From an optimization exercise on the open Yosys and OpenROAD flow, aimed at small area; shortcuts taken in it are not production practice. In this exercise RTL edits were held to simulation tests only and were not proved equivalent to the original. Power is estimated from default activity; no workload was simulated.

==> inputs of tundra <==
==> flow/design.v <==
`timescale 1ns / 1ps
module Contador_Comparador(
	input clk, rst,
	input enable,
	output iguales
	);
localparam [12:0] FIRST = 13'h0310;
localparam [10:0] LAST  = 11'h388;
reg [12:0] lfsr;
assign iguales = (lfsr[10:0] == LAST);
always @(posedge rst or posedge clk)
	if (rst) lfsr <= FIRST;
	else if (enable | iguales) lfsr <= {lfsr[11:0], lfsr[12] ^ lfsr[2]} ^ {2'b0, iguales, 10'd0};
endmodule
`timescale 1ns / 1ps
module Debouncer(
	input Clock,
	input Reset,
	input Switch,
	output Sw_Clean
	);
wire Delay_End;
reg c, a, b;
always @(posedge Reset or posedge Clock)
	if (Reset) begin
		c <= 1'b0;
		a <= 1'b0;
		b <= 1'b0;
	end else begin
		c <= c ? ~Delay_End : (b | (a & ~Switch));
		a <= a ^ (c & Delay_End);
		b <= ~c & ~a & ~b & Switch;
	end
assign Sw_Clean = c;
Contador_Comparador CC(.clk(Clock), .rst(Reset), .enable(Switch), .iguales(Delay_End));
endmodule
`timescale 1ns / 1ps
module MaquinaEstados(
	input A,
	input B,
	input clk,
	input reset,
	output step,
	output down
);
reg p, q, r;
wire second = r ? A : B;
always @(posedge clk, posedge reset)
	if (reset) begin
		p <= 1'b0;
		q <= 1'b0;
	end else begin
		p <= p ? ~second : (~q & (A ^ B));
		q <= p & second;
	end
always @(posedge clk)
	r <= p ? r : B;
assign step = q;
assign down = r;
endmodule
`timescale 1ns / 1ps
module SumadorRotary #(parameter [11:0] resetValue = 12'd0)(
	input clk,
	input reset,
	input step,
	input down,
	output reg [15:0] result
	);
wire up = step & ~down;
wire dn = step & down;
wire [15:0] s;
add_chain #(16) add(.a(result), .b({{12{up}}, dn, dn, dn, step}), .cin(1'b0), .s(s), .co());
always @(posedge reset or posedge clk)
	if (reset) result <= ~{4'd0, resetValue};
	else result <= s;
endmodule
`timescale 1ns / 1ps
module RotaryEncoders #(parameter [11:0] resetValue = 12'd0)(
	input clk,
	input reset,
	input LeftA,
	input LeftB,
	input RightA,
	input RightB,
	output [15:0] result,	 
	output [15:0] result2,
	output moved		 
	);
wire la, lb, ra, rb;
wire step1, down1, step2, down2;
Debouncer deb1(.Clock(clk), .Reset(reset), .Switch(LeftA), .Sw_Clean(la));
Debouncer deb2(.Clock(clk), .Reset(reset), .Switch(LeftB), .Sw_Clean(lb));
MaquinaEstados maquina1(.A(la), .B(lb), .clk(clk), .reset(reset), .step(step1), .down(down1));
SumadorRotary #(resetValue) sumador(.clk(clk), .reset(reset), .step(step1), .down(down1), .result(result));
Debouncer deb4(.Clock(clk), .Reset(reset), .Switch(RightA), .Sw_Clean(ra));
Debouncer deb3(.Clock(clk), .Reset(reset), .Switch(RightB), .Sw_Clean(rb));
MaquinaEstados maquina2(.A(ra), .B(rb), .clk(clk), .reset(reset), .step(step2), .down(down2));
SumadorRotary #(resetValue) sumador2(.clk(clk), .reset(reset), .step(step2), .down(down2), .result(result2));
assign moved = step1 | step2;
endmodule
`timescale 1ns / 1ps
module clockdiv(
	input wire clk,
	input wire clr,
	output reg dclk
	);
always @(posedge clk or posedge clr)
	if (clr) dclk <= 1'b0;
	else dclk <= ~dclk;
endmodule
`timescale 1ns / 1ps
module vga640x480(
	input wire clk,			 
	input wire pix_en,		 
	input wire moved,		 
	input wire clr,			 
	input [15:0] nposx,		 
	input [15:0] nposy,
	input [15:0] nposx2,
	input [15:0] nposy2,
	output wire hsync,
	output wire vsync,
	output wire [2:0] red,
	output wire [2:0] green,
	output wire [1:0] blue,
	output [3:0] score1,
	output [3:0] score2
	);
reg [9:0] ha;
reg [9:0] va;
wire hneg = ha[9] & ha[8];
wire vneg = va[9];
wire hend = ha[9] & ~ha[8] & ha[7] & ha[3] & ha[2] & ha[1] & ha[0];	 
wire vend = ~va[9] & va[8] & va[7] & va[6] & va[5] & va[3] & va[0];	 
wire [9:0] ha_inc, va_inc;
inc_chain #(10) hinc(.q(ha), .cin(pix_en & ~hend), .s(ha_inc));
inc_chain #(10) vinc(.q(va), .cin(pix_en & hend & ~vend), .s(va_inc));
wire hload = pix_en & hend;		 
wire vload = pix_en & hend & vend;	 
always @(posedge clk or posedge clr)
	if (clr) begin
		ha <= 10'd880;
		va <= 10'd993;
	end else begin
		ha <= (ha_inc | ({10{hload}} & 10'b01_0111_0000)) & ~({10{hload}} & 10'b00_1000_1111);
		va <= (va_inc | ({10{vload}} & 10'b10_0000_0000)) & ~({10{vload}} & 10'b00_0000_1000);
	end
assign hsync = ~hneg | (ha[7] & ha[6] & (ha[5] | ha[4]));
assign vsync = ~vneg | va[4] | va[3] | va[2] | ~(va[1] ^ va[0]);
reg [8:0] ball;
wire [9:0] dh1, dh2, dhb;
wire [8:0] dv1, dv2, dvb;
wire ch1, ch2, chb, cv1, cv2, cvb;
add_chain #(10) sh1(.a(ha[9:0]), .b(nposx[9:0]),  .cin(1'b0), .s(dh1), .co(ch1));
add_chain #(10) sh2(.a(ha[9:0]), .b(nposx2[9:0]), .cin(1'b0), .s(dh2), .co(ch2));
add_chain #(10) shb(.a(ha[9:0]), .b({1'b1, ~ball}), .cin(1'b0), .s(dhb), .co(chb));
add_chain #(9)  sv1(.a(va[8:0]), .b(nposy[8:0]),  .cin(1'b0), .s(dv1), .co(cv1));
add_chain #(9)  sv2(.a(va[8:0]), .b(nposy2[8:0]), .cin(1'b0), .s(dv2), .co(cv2));
add_chain #(9)  svb(.a(va[8:0]), .b(~ball), .cin(1'b0), .s(dvb), .co(cvb));
wire h1 = ~hneg & &nposx[15:10]  & ch1 & ~|dh1[9:5] & ~(dh1[4] & (dh1[3] | dh1[2] | (dh1[1] & dh1[0])));
wire h2 = ~hneg & &nposx2[15:10] & ch2 & ~|dh2[9:5] & ~(dh2[4] & (dh2[3] | dh2[2] | (dh2[1] & dh2[0])));
wire v1 = ~vneg & &nposy[15:9]   & cv1 & ~|dv1[8:5] & ~(dv1[4] & (dv1[3] | dv1[2] | (dv1[1] & dv1[0])));
wire v2 = ~vneg & &nposy2[15:9]  & cv2 & ~|dv2[8:5] & ~(dv2[4] & (dv2[3] | dv2[2] | (dv2[1] & dv2[0])));
wire hb = ~hneg & chb & ~|dhb[9:4] & ~(dhb[3] & (dhb[2] | dhb[1] | dhb[0]));
wire vb = ~vneg & cvb & ~|dvb[8:4] & ~(dvb[3] & (dvb[2] | dvb[1] | dvb[0]));
wire p1 = h1 & v1;
wire p2 = h2 & v2;
wire pb = hb & vb;
reg [7:0] player1_color;
reg [7:0] player2_color;
assign {red, green, blue} = (p1 & p2 & pb) ? 8'b101_110_01 :
                            p1 ? player1_color :
                            p2 ? player2_color :
                            pb ? 8'b001_111_01 : 8'b0;
reg [8:0] random;
wire rend = random[8] & random[7] & random[4];	 
wire [8:0] random_inc;
inc_chain #(9) rinc(.q(random), .cin(pix_en & ~rend), .s(random_inc));
always @(posedge clk or posedge clr)
	if (clr) random <= 9'd0;
	else random <= random_inc & ~({9{pix_en & rend}} & 9'b1_1001_0000);
wire [8:0] cx1, cy1, cx2, cy2;
wire kx1, ky1, kx2, ky2;
add_chain #(9) scx1(.a(ball), .b(nposx[8:0]),  .cin(1'b1), .s(cx1), .co(kx1));
add_chain #(9) scy1(.a(ball), .b(nposy[8:0]),  .cin(1'b1), .s(cy1), .co(ky1));
add_chain #(9) scx2(.a(ball), .b(nposx2[8:0]), .cin(1'b1), .s(cx2), .co(kx2));
add_chain #(9) scy2(.a(ball), .b(nposy2[8:0]), .cin(1'b1), .s(cy2), .co(ky2));
wire in1x = &nposx[15:9]  & kx1 & ~|cx1[8:5] & ~(cx1[4] & (cx1[3] | (cx1[2] & (cx1[1] | cx1[0]))));
wire in1y = &nposy[15:9]  & ky1 & ~|cy1[8:5] & ~(cy1[4] & (cy1[3] | (cy1[2] & (cy1[1] | cy1[0]))));
wire in2x = &nposx2[15:9] & kx2 & ~|cx2[8:5] & ~(cx2[4] & (cx2[3] | (cx2[2] & (cx2[1] | cx2[0]))));
wire in2y = &nposy2[15:9] & ky2 & ~|cy2[8:5] & ~(cy2[4] & (cy2[3] | (cy2[2] & (cy2[1] | cy2[0]))));
reg moved_q;
wire catch1 = moved_q & in1x & in1y;
wire catch2 = moved_q & ~(in1x & in1y) & in2x & in2y;
wire [7:0] c1_inc, c2_inc;
inc_chain #(8) c1i(.q(player1_color), .cin(catch1), .s(c1_inc));
inc_chain #(8) c2i(.q(player2_color), .cin(catch2), .s(c2_inc));
always @(posedge clk or posedge clr)
	if (clr) begin
		moved_q <= 1'b0;
		ball <= 9'd300;
		player1_color <= 8'b11100110;
		player2_color <= 8'b00101011;
	end else begin
		moved_q <= moved;
		if (catch1 | catch2) ball <= random;
		player1_color <= c1_inc;
		player2_color <= c2_inc;
	end
assign score1 = player1_color[3:0] - 4'd6;
assign score2 = player2_color[3:0] - 4'd11;
endmodule
`timescale 1ns / 1ps
module inc_chain #(parameter N = 4)(
	input [N-1:0] q,
	input cin,
	output [N-1:0] s
	);
wire [N:0] c;
assign c[0] = cin;
genvar i;
generate for (i = 0; i < N; i = i + 1) begin : g
	assign s[i] = q[i] ^ c[i];
	assign c[i+1] = q[i] & c[i];
end endgenerate
endmodule
module add_chain #(parameter N = 4)(
	input [N-1:0] a,
	input [N-1:0] b,
	input cin,
	output [N-1:0] s,
	output co
	);
wire [N:0] c;
assign c[0] = cin;
genvar i;
generate for (i = 0; i < N; i = i + 1) begin : g
	assign s[i] = a[i] ^ b[i] ^ c[i];
	assign c[i+1] = (a[i] & b[i]) | (a[i] & c[i]) | (b[i] & c[i]);
end endgenerate
assign co = c[N];
endmodule
`timescale 1ns / 1ps
module Timer(
	input clk, rst,
	output toggle
	);
localparam [17:0] FIRST = 18'h0db34;
localparam [16:0] LAST  = 17'h06c9a;	 
reg [17:0] lfsr;
assign toggle = (lfsr[16:0] == LAST);
always @(posedge rst, posedge clk)
	if (rst) lfsr <= FIRST;
	else lfsr <= {lfsr[16:0], lfsr[17] ^ lfsr[10]} ^ {8'd0, toggle, 9'd0};
endmodule
`timescale 1ns / 1ps
module bin_to_hex(
    input w,
    input x,
    input y,
    input z,
    output [6:0] num
    );
		assign num[6]= (~w&~x&~y&z)| (~w&x&~y&~z)| (w&x&~y&z)| (w&~x&y&z);
		assign num[5]= (w&x&y&z)| (w&x&y&~z)| (w&x&~y&~z)| (w&~x&y&z)|(~w&x&y&~z)|(~w&x&~y&z);
		assign num[4]= (~w&~x&y&~z)| (w&x&~y&~z)| (w&x&y);
		assign num[3]= (x&y&z)| (~x&~y&z)| (w&~x&y&~z)| (~w&x&~y&~z);
		assign num[2]= (~w&z)| (~x&~y&z)| (~w&x&~y);
		assign num[1] = (~w&~x&~y&z)| (~w&~x&y&z)| (~w&~x&y&~z)| (~w&x&y&z)| (w&x&~y&z);
		assign num[0]= (~w&~x&~y)| (~w&x&y&z)| (w&x&~y&~z);
endmodule
`timescale 1ns / 1ps
module Display(
	input clk,
	input rst,
	input [3:0] score1,
	input [3:0] score2,
	output [6:0] numOut,
	output [3:0] transistor
	);
wire tggl;
reg [1:0] sw;
Timer dispTimer(.clk(clk), .rst(rst), .toggle(tggl));
always @(posedge rst, posedge clk)
	if (rst) sw <= 2'd0;
	else if (tggl) sw <= sw + 2'd1;
wire [3:0] cur = sw[0] ? (sw[1] ? 4'd1 : 4'd2) : (sw[1] ? score1 : score2);
assign transistor = sw[0] ? (sw[1] ? 4'b1110 : 4'b1011) : (sw[1] ? 4'b1101 : 4'b0111);
bin_to_hex converter(.w(cur[3]), .x(cur[2]), .y(cur[1]), .z(cur[0]), .num(numOut));
endmodule
`timescale 1ns / 1ps
module SuperBallPickupMasterRotaryChampionDeluxe5(
	input LeftA,
	input LeftB,
	input RightA,
	input RightB,
	input LeftA2,
	input LeftB2,
	input RightA2,
	input RightB2,
	input wire clk,			 
	input wire reset,			 
	output wire [6:0] seg,	 
	output wire [3:0] an,	 
	output wire dp,			 
	output wire [2:0] red,	 
	output wire [2:0] green, 
	output wire [1:0] blue,	 
	output wire hsync,		 
	output wire vsync,			 
	output resetOut
	);
assign dp = 1;
wire [15:0] posx, posy, posx2, posy2;
wire moved1, moved2;
wire dclk;
wire [3:0] score1, score2;
RotaryEncoders #(12'd100) rot(.clk(clk), .reset(reset), .LeftA(LeftA), .LeftB(LeftB), .RightA(RightA), .RightB(RightB), .result(posx), .result2(posy), .moved(moved1));
RotaryEncoders #(12'd400) rot2(.clk(clk), .reset(reset), .LeftA(LeftA2), .LeftB(LeftB2), .RightA(RightA2), .RightB(RightB2), .result(posx2), .result2(posy2), .moved(moved2));
clockdiv U1(.clk(clk), .clr(reset), .dclk(dclk));
vga640x480 U3(.clk(clk), .pix_en(~dclk), .moved(moved1 | moved2), .clr(reset), .hsync(hsync), .vsync(vsync),
	.nposx(posx), .nposy(posy), .nposx2(posx2), .nposy2(posy2), .red(red), .green(green), .blue(blue),
	.score1(score1), .score2(score2));
Display outputDisp(.clk(clk), .rst(reset), .score1(score1), .score2(score2), .numOut(seg), .transistor(an));
assign resetOut = reset;
endmodule
==> flow/run.sh <==
#!/bin/bash
# synth_recipe.tcl (not shown) runs the flow's synth.tcl, then flattens the netlist and writes it again
# the make line also repeats each setting of config.mk as NAME=value (left out here)
make -C /OpenROAD-flow-scripts/flow DESIGN_CONFIG=/design/flow/config.mk WORK_HOME=/design/flow/orfs CLKGATE_MAP_FILE= SYNTH_SCRIPT=/design/flow/synth_recipe.tcl finish
==> flow/config.mk <==
export PLATFORM = sky130hd
export DESIGN_NAME = SuperBallPickupMasterRotaryChampionDeluxe5
export DESIGN_NICKNAME = SuperBallPickupMasterRotaryChampionDeluxe5
export VERILOG_FILES = /design/flow/design.v
export SDC_FILE = /design/flow/constraint.sdc
export NUM_CORES = 4
export LEC_CHECK = 0
export CAP_MARGIN = 20
export CORE_MARGIN = 2
export CORE_UTILIZATION = 40
export CTS_BUF_LIST = sky130_fd_sc_hd__clkbuf_4
export CTS_CLUSTER_DIAMETER = 80
export CTS_CLUSTER_SIZE = 8
export SLEW_MARGIN = 20
==> flow/constraint.sdc <==
create_clock -name core_clock -period 20.0 [get_ports {clk}]
set_input_delay 4.0000 -clock core_clock [delete_from_list [all_inputs] [get_ports {clk}]]
set_output_delay 4.0000 -clock core_clock [all_outputs]
set_load 0.01 [all_outputs]
==> inputs of juniper, as changes to tundra <==
==> flow/design.v, changed modules only <==
module Contador_Comparador(
	input clk, rst,
	input enable,
	output iguales
	);
reg [12:0] cnt;
wire [12:0] nxt;
assign iguales = cnt[12] & cnt[9] & cnt[8] & cnt[7] & cnt[3];
inc_chain #(13) inc(.q(cnt), .cin(enable & ~iguales), .s(nxt));
always @(posedge rst or posedge clk)
	if (rst) cnt <= 13'd0;
	else cnt <= nxt & ~({13{iguales}} & 13'b1_0011_1000_1000);
endmodule
module MaquinaEstados(
	input A,
	input B,
	input clk,
	input reset,
	output step,
	output down
);
reg p, q, r;
wire second = r ? A : B;
always @(posedge clk, posedge reset)
	if (reset) begin
		p <= 1'b0;
		q <= 1'b0;
		r <= 1'b0;
	end else begin
		p <= p ? ~second : (~q & (A ^ B));
		q <= p & second;
		r <= (p | q) ? r : B;
	end
assign step = q;
assign down = r;
endmodule
module vga640x480(
	input wire clk,			 
	input wire pix_en,		 
	input wire moved,		 
	input wire clr,			 
	input [15:0] nposx,		 
	input [15:0] nposy,
	input [15:0] nposx2,
	input [15:0] nposy2,
	output wire hsync,
	output wire vsync,
	output wire [2:0] red,
	output wire [2:0] green,
	output wire [1:0] blue,
	output [3:0] score1,
	output [3:0] score2
	);
reg [10:0] ha;
reg [10:0] va;
wire hend = ~ha[10] & ha[9] & ha[7] & ha[3] & ha[2] & ha[1];		 
wire vend = ~va[10] & va[8] & va[7] & va[6] & va[5] & va[3];		 
wire [10:0] ha_inc, va_inc;
inc_chain #(11) hinc(.q(ha), .cin(pix_en & ~hend), .s(ha_inc));
inc_chain #(11) vinc(.q(va), .cin(pix_en & hend & ~vend), .s(va_inc));
wire hload = pix_en & hend;		 
wire vload = pix_en & hend & vend;	 
always @(posedge clk or posedge clr)
	if (clr) begin
		ha <= -11'sd145;
		va <= -11'sd32;
	end else begin
		ha <= (ha_inc | ({11{hload}} & 11'b101_0110_0001)) & ~({11{hload}} & 11'b000_1000_0000);
		va <= (va_inc | ({11{vload}} & 11'b110_0000_0000)) & ~({11{vload}} & 11'b000_0000_1000);
	end
assign hsync = ~ha[10] | (ha[9] & ha[8] & ha[7] & ha[6] & (ha[5] | ha[4] | (ha[3] & ha[2] & ha[1] & ha[0])));
assign vsync = ~va[10] | va[4] | va[3] | va[2] | va[1];
reg [8:0] ball;
wire [9:0] dh1, dh2, dhb;
wire [8:0] dv1, dv2, dvb;
wire ch1, ch2, chb, cv1, cv2, cvb;
add_chain #(10) sh1(.a(ha[9:0]), .b(nposx[9:0]),  .cin(1'b1), .s(dh1), .co(ch1));
add_chain #(10) sh2(.a(ha[9:0]), .b(nposx2[9:0]), .cin(1'b1), .s(dh2), .co(ch2));
add_chain #(10) shb(.a(ha[9:0]), .b({1'b1, ~ball}), .cin(1'b1), .s(dhb), .co(chb));
add_chain #(9)  sv1(.a(va[8:0]), .b(nposy[8:0]),  .cin(1'b1), .s(dv1), .co(cv1));
add_chain #(9)  sv2(.a(va[8:0]), .b(nposy2[8:0]), .cin(1'b1), .s(dv2), .co(cv2));
add_chain #(9)  svb(.a(va[8:0]), .b(~ball), .cin(1'b1), .s(dvb), .co(cvb));
wire h1 = ~ha[10] & &nposx[15:10]  & ch1 & ~|dh1[9:5] & ~(dh1[4] & (dh1[3] | dh1[2] | (dh1[1] & dh1[0])));
wire h2 = ~ha[10] & &nposx2[15:10] & ch2 & ~|dh2[9:5] & ~(dh2[4] & (dh2[3] | dh2[2] | (dh2[1] & dh2[0])));
wire v1 = ~va[10] & &nposy[15:9]   & cv1 & ~|dv1[8:5] & ~(dv1[4] & (dv1[3] | dv1[2] | (dv1[1] & dv1[0])));
wire v2 = ~va[10] & &nposy2[15:9]  & cv2 & ~|dv2[8:5] & ~(dv2[4] & (dv2[3] | dv2[2] | (dv2[1] & dv2[0])));
wire hb = ~ha[10] & chb & ~|dhb[9:4] & ~(dhb[3] & (dhb[2] | dhb[1] | dhb[0]));
wire vb = ~va[10] & cvb & ~|dvb[8:4] & ~(dvb[3] & (dvb[2] | dvb[1] | dvb[0]));
wire p1 = h1 & v1;
wire p2 = h2 & v2;
wire pb = hb & vb;
reg [7:0] player1_color;
reg [7:0] player2_color;
assign {red, green, blue} = (p1 & p2 & pb) ? 8'b101_110_01 :
                            p1 ? player1_color :
                            p2 ? player2_color :
                            pb ? 8'b001_111_01 : 8'b0;
reg [8:0] random;
wire rend = random[8] & random[7] & random[4];	 
wire [8:0] random_inc;
inc_chain #(9) rinc(.q(random), .cin(pix_en & ~rend), .s(random_inc));
always @(posedge clk or posedge clr)
	if (clr) random <= 9'd0;
	else random <= random_inc & ~({9{pix_en & rend}} & 9'b1_1001_0000);
wire [8:0] cx1, cy1, cx2, cy2;
wire kx1, ky1, kx2, ky2;
add_chain #(9) scx1(.a(ball), .b(nposx[8:0]),  .cin(1'b1), .s(cx1), .co(kx1));
add_chain #(9) scy1(.a(ball), .b(nposy[8:0]),  .cin(1'b1), .s(cy1), .co(ky1));
add_chain #(9) scx2(.a(ball), .b(nposx2[8:0]), .cin(1'b1), .s(cx2), .co(kx2));
add_chain #(9) scy2(.a(ball), .b(nposy2[8:0]), .cin(1'b1), .s(cy2), .co(ky2));
wire in1x = &nposx[15:9]  & kx1 & ~|cx1[8:5] & ~(cx1[4] & (cx1[3] | (cx1[2] & (cx1[1] | cx1[0]))));
wire in1y = &nposy[15:9]  & ky1 & ~|cy1[8:5] & ~(cy1[4] & (cy1[3] | (cy1[2] & (cy1[1] | cy1[0]))));
wire in2x = &nposx2[15:9] & kx2 & ~|cx2[8:5] & ~(cx2[4] & (cx2[3] | (cx2[2] & (cx2[1] | cx2[0]))));
wire in2y = &nposy2[15:9] & ky2 & ~|cy2[8:5] & ~(cy2[4] & (cy2[3] | (cy2[2] & (cy2[1] | cy2[0]))));
reg moved_q;
wire catch1 = moved_q & in1x & in1y;
wire catch2 = moved_q & ~(in1x & in1y) & in2x & in2y;
wire [7:0] c1_inc, c2_inc;
inc_chain #(8) c1i(.q(player1_color), .cin(catch1), .s(c1_inc));
inc_chain #(8) c2i(.q(player2_color), .cin(catch2), .s(c2_inc));
always @(posedge clk or posedge clr)
	if (clr) begin
		moved_q <= 1'b0;
		ball <= 9'd300;
		player1_color <= 8'b11100110;
		player2_color <= 8'b00101011;
	end else begin
		moved_q <= moved;
		if (catch1 | catch2) ball <= random;
		player1_color <= c1_inc;
		player2_color <= c2_inc;
	end
assign score1 = player1_color[3:0] - 4'd6;
assign score2 = player2_color[3:0] - 4'd11;
endmodule
module Timer(
	input clk, rst,
	output toggle
	);
localparam [17:0] FIRST = 18'h0db34;
localparam [17:0] LAST  = 18'h26c9a;
reg [17:0] lfsr;
assign toggle = (lfsr == LAST);
always @(posedge rst, posedge clk)
	if (rst) lfsr <= FIRST;
	else lfsr <= {lfsr[16:0], lfsr[17] ^ lfsr[10]} ^ {8'd0, toggle, 9'd0};
endmodule
==> flow/flow/run.sh (new file) <==
#!/bin/bash
# Layout flow: the standard synthesis and layout, with a lighter clock tree
# (small buffers, no dummy loads) and the smallest buffer on the ports.
set -euo pipefail
bash standard.sh synth > synth.log 2>&1
bash standard.sh \
  "CTS_ARGS=-sink_clustering_enable -repair_clock_nets -dont_use_dummy_load -buf_list sky130_fd_sc_hd__clkbuf_4 -sink_clustering_size 8 -sink_clustering_max_diameter 200" \
  "BUFFER_PORTS_ARGS=-buffer_cell sky130_fd_sc_hd__buf_1" \
  finish > layout.log 2>&1
==> flow/standard.sh (new file) <==
#!/bin/bash
# synth_recipe.tcl (not shown) runs the flow's synth.tcl, then flattens the netlist and writes it again
# the make line also repeats each setting of config.mk as NAME=value (left out here)
make -C /OpenROAD-flow-scripts/flow DESIGN_CONFIG=/design/flow/config.mk WORK_HOME=/design/flow/orfs CLKGATE_MAP_FILE= SYNTH_SCRIPT=/design/flow/synth_recipe.tcl "${@:-finish}"
CTS_BUF_LIST = unset   (was sky130_fd_sc_hd__clkbuf_4)
CTS_CLUSTER_DIAMETER = unset   (was 80)
CTS_CLUSTER_SIZE = unset   (was 8)
removed: flow/run.sh
==> inputs of zinc, as changes to tundra <==
==> flow/design.v, changed modules only <==
module Timer(
	input clk, rst,
	output toggle
	);
localparam [17:0] FIRST = 18'h0db34;
localparam [17:0] LAST  = 18'h26c9a;
reg [17:0] lfsr;
assign toggle = (lfsr == LAST);
always @(posedge rst, posedge clk)
	if (rst) lfsr <= FIRST;
	else lfsr <= {lfsr[16:0], lfsr[17] ^ lfsr[10]} ^ {8'd0, toggle, 9'd0};
endmodule
==> flow/flow/run.sh (new file) <==
#!/bin/bash
# Layout flow: the standard synthesis and layout (standard.sh), with a
# lighter clock tree (clkbuf_4 leaf buffers driving about 7 flip-flops each,
# no dummy loads) and the smallest buffer (buf_1) on the input and output ports.
# Each step's full output goes to its own log here (synth.log, layout.log),
# besides ORFS's per-step logs under orfs/logs.
set -euo pipefail
bash standard.sh synth > synth.log 2>&1
bash standard.sh \
  "CTS_ARGS=-sink_clustering_enable -repair_clock_nets -dont_use_dummy_load -buf_list sky130_fd_sc_hd__clkbuf_4 -sink_clustering_size 7 -sink_clustering_max_diameter 60" \
  "BUFFER_PORTS_ARGS=-buffer_cell sky130_fd_sc_hd__buf_1" \
  finish > layout.log 2>&1
==> flow/standard.sh (new file) <==
#!/bin/bash
# synth_recipe.tcl (not shown) runs the flow's synth.tcl, then flattens the netlist and writes it again
# the make line also repeats each setting of config.mk as NAME=value (left out here)
make -C /OpenROAD-flow-scripts/flow DESIGN_CONFIG=/design/flow/config.mk WORK_HOME=/design/flow/orfs CLKGATE_MAP_FILE= SYNTH_SCRIPT=/design/flow/synth_recipe.tcl "${@:-finish}"
CTS_BUF_LIST = unset   (was sky130_fd_sc_hd__clkbuf_4)
CTS_CLUSTER_DIAMETER = unset   (was 80)
CTS_CLUSTER_SIZE = unset   (was 8)
removed: flow/run.sh
==> inputs of umber, as changes to tundra <==
==> flow/flow/run.sh (new file) <==
#!/bin/bash
# Layout flow: the standard synthesis and layout (standard.sh), with a
# lighter clock tree (clkbuf_4 leaf buffers driving about 8 flip-flops each,
# no dummy loads), the smallest buffer (buf_1) on the input and output ports,
# and power recovery after global routing (downsizes gates that have slack).
# Each step's full output goes to its own log here (synth.log, layout.log),
# besides ORFS's per-step logs under orfs/logs.
set -euo pipefail
bash standard.sh synth > synth.log 2>&1
bash standard.sh \
  "CTS_ARGS=-sink_clustering_enable -repair_clock_nets -dont_use_dummy_load -buf_list sky130_fd_sc_hd__clkbuf_4 -sink_clustering_size 8 -sink_clustering_max_diameter 80" \
  "BUFFER_PORTS_ARGS=-buffer_cell sky130_fd_sc_hd__buf_1" \
  "RECOVER_POWER=100" \
  finish > layout.log 2>&1
==> flow/standard.sh (new file) <==
#!/bin/bash
# synth_recipe.tcl (not shown) runs the flow's synth.tcl, then flattens the netlist and writes it again
# the make line also repeats each setting of config.mk as NAME=value (left out here)
make -C /OpenROAD-flow-scripts/flow DESIGN_CONFIG=/design/flow/config.mk WORK_HOME=/design/flow/orfs CLKGATE_MAP_FILE= SYNTH_SCRIPT=/design/flow/synth_recipe.tcl "${@:-finish}"
CTS_BUF_LIST = unset   (was sky130_fd_sc_hd__clkbuf_4)
CTS_CLUSTER_DIAMETER = unset   (was 80)
CTS_CLUSTER_SIZE = unset   (was 8)
removed: flow/run.sh
==> summary.txt <==
Run status
  • Status: no timing/DRC/antenna violations

Critical path
  • Crit-path max cell delay: 0.61 ns
  • Worst Setup Path Type: register to primary output
  • Reg2reg setup slack: between 10 and 15 ns
  • Crit path cell chain: ha_1 > fa_1 > fa_1 > inv_1 > fa_1 > inv_1 > fa_1 > fa_1 > fa_1 > fa_1 > fa_1 > fa_1 > nor4_1 > nand4_1 > or4_1 > a21oi_1 > a22o_1 > buf_1

Timing
  • Slew @ Worst Pin: 0.954 ns

Placed design
  • DPL Wire Length: 18,400 um
  • DP Area: between 0.015 and 0.02 sq mm

Synth
  • Avg Inst Size Synth: 13.5 sq um

Power and ir drop
  • VDD IR max: 37.5 uV

Floorplanning
  • Initial Utilization: 40.8%
Source of the figures above: zinc

==> summary.txt <==
Critical path
  • Reg2reg setup slack: 12.86 ns
  • Crit-path max cell delay: 0.59 ns
  • Worst Setup Path Type: register to primary output

Placed design
  • DPL Wire Length: approximately 18,000 um
  • DP Area: 0.0155 sq mm

Synth
  • Avg Inst Size Synth: 13.9 sq um

Layout
  • Seq_cells: 282

Hold path
  • Min-Delay Path Class: register to register
  • Hold path startpoint: outputDisp.dispTimer.lfsr[11]

Power and ir drop
  • VDD IR max: 42.0 uV

Floorplanning
  • Initial Utilization: 40.5%

Run status
  • Status: no timing/DRC/antenna violations
Source of the figures above: juniper

==> summary.txt <==
Critical path
  • Crit-path max cell delay: 3.11 ns
  • Worst Setup Path Type: primary input to asynchronous set/reset pin
  • Crit path cell chain: buf_1 > clkinvlp_2 > clkbuf_1 > clkbuf_1

Job
  • Max-cap violations: 6

Synth
  • Avg Inst Size Synth: between 10 and 15 sq um

Power and ir drop
  • VDD IR max: 32.0 uV

Run status
  • Status: complete, but fails checks
  • Violated Checks: max-capacitance violations, max-slew violations

Placed design
  • DP Area: 0.0152 sq mm

Timing
  • Slew @ Worst Pin: about 5.7 ns
  • Fin. max-slew vios: between 300 and 400
Source of the figures above: umber

==> summary.txt <==
Placed design
  • DP Area: roughly 0.015 sq mm
  • DPL Wire Length: 18,700 um

Run status
  • Status: no timing/DRC/antenna violations

Critical path
  • Reg2reg setup slack: between 10 and 15 ns
  • Crit path cell chain: ha_1 > fa_1 > fa_1 > inv_1 > fa_1 > inv_1 > fa_1 > fa_1 > fa_1 > fa_1 > fa_1 > fa_1 > nor4_1 > nand4_1 > or4_1 > a21oi_1 > a22o_1 > clkdlybuf4s50_1
  • Crit-path max cell delay: 0.61 ns
  • Worst Setup Path Type: register to primary output

Synth
  • Avg Inst Size Synth: ~13 sq um
Source of the figures above: tundra

-- port drivers added, routing unchanged --
How much do the figures lean on ideal ports? The routed layouts below were timed once more, with nothing changed but the port constraints.
Step 1 assumes that a clkbuf_16 drives the clock port and a buf_2 every other input.
Step 2 also shifts input and output timing later by t, the mid clock arrival at the registers, as if the neighbouring blocks saw the same clock.
a / b / c = ideal / step 1 / step 2; a / b = the first two.
run	t, ns	slack for setup (ns)	hold slack, ns	slew at the worst register clock pin (ns)	pins driven straight from the clock port
tundra	0.692	8.597 / 8.552 / 9.244	0.361 / 0.361 / 0.361	0.11 / 0.11	1
juniper	0.693	8.828 / 8.779 / 9.471	0.362 / 0.362 / 0.362	0.12 / 0.12	1
zinc	0.684	9.000 / 8.955 / 9.640	0.364 / 0.364 / 0.364	0.10 / 0.10	1
umber	0.674	7.217 / 7.240 / 6.566	0.348 / 0.348 / 0.348	0.11 / 0.11	1
For umber, which loses most, drivers alone change the setup slack by +0.023 ns; drivers and shift together by -0.651 ns. The worst setup slack also covers recovery checks on asynchronous resets.
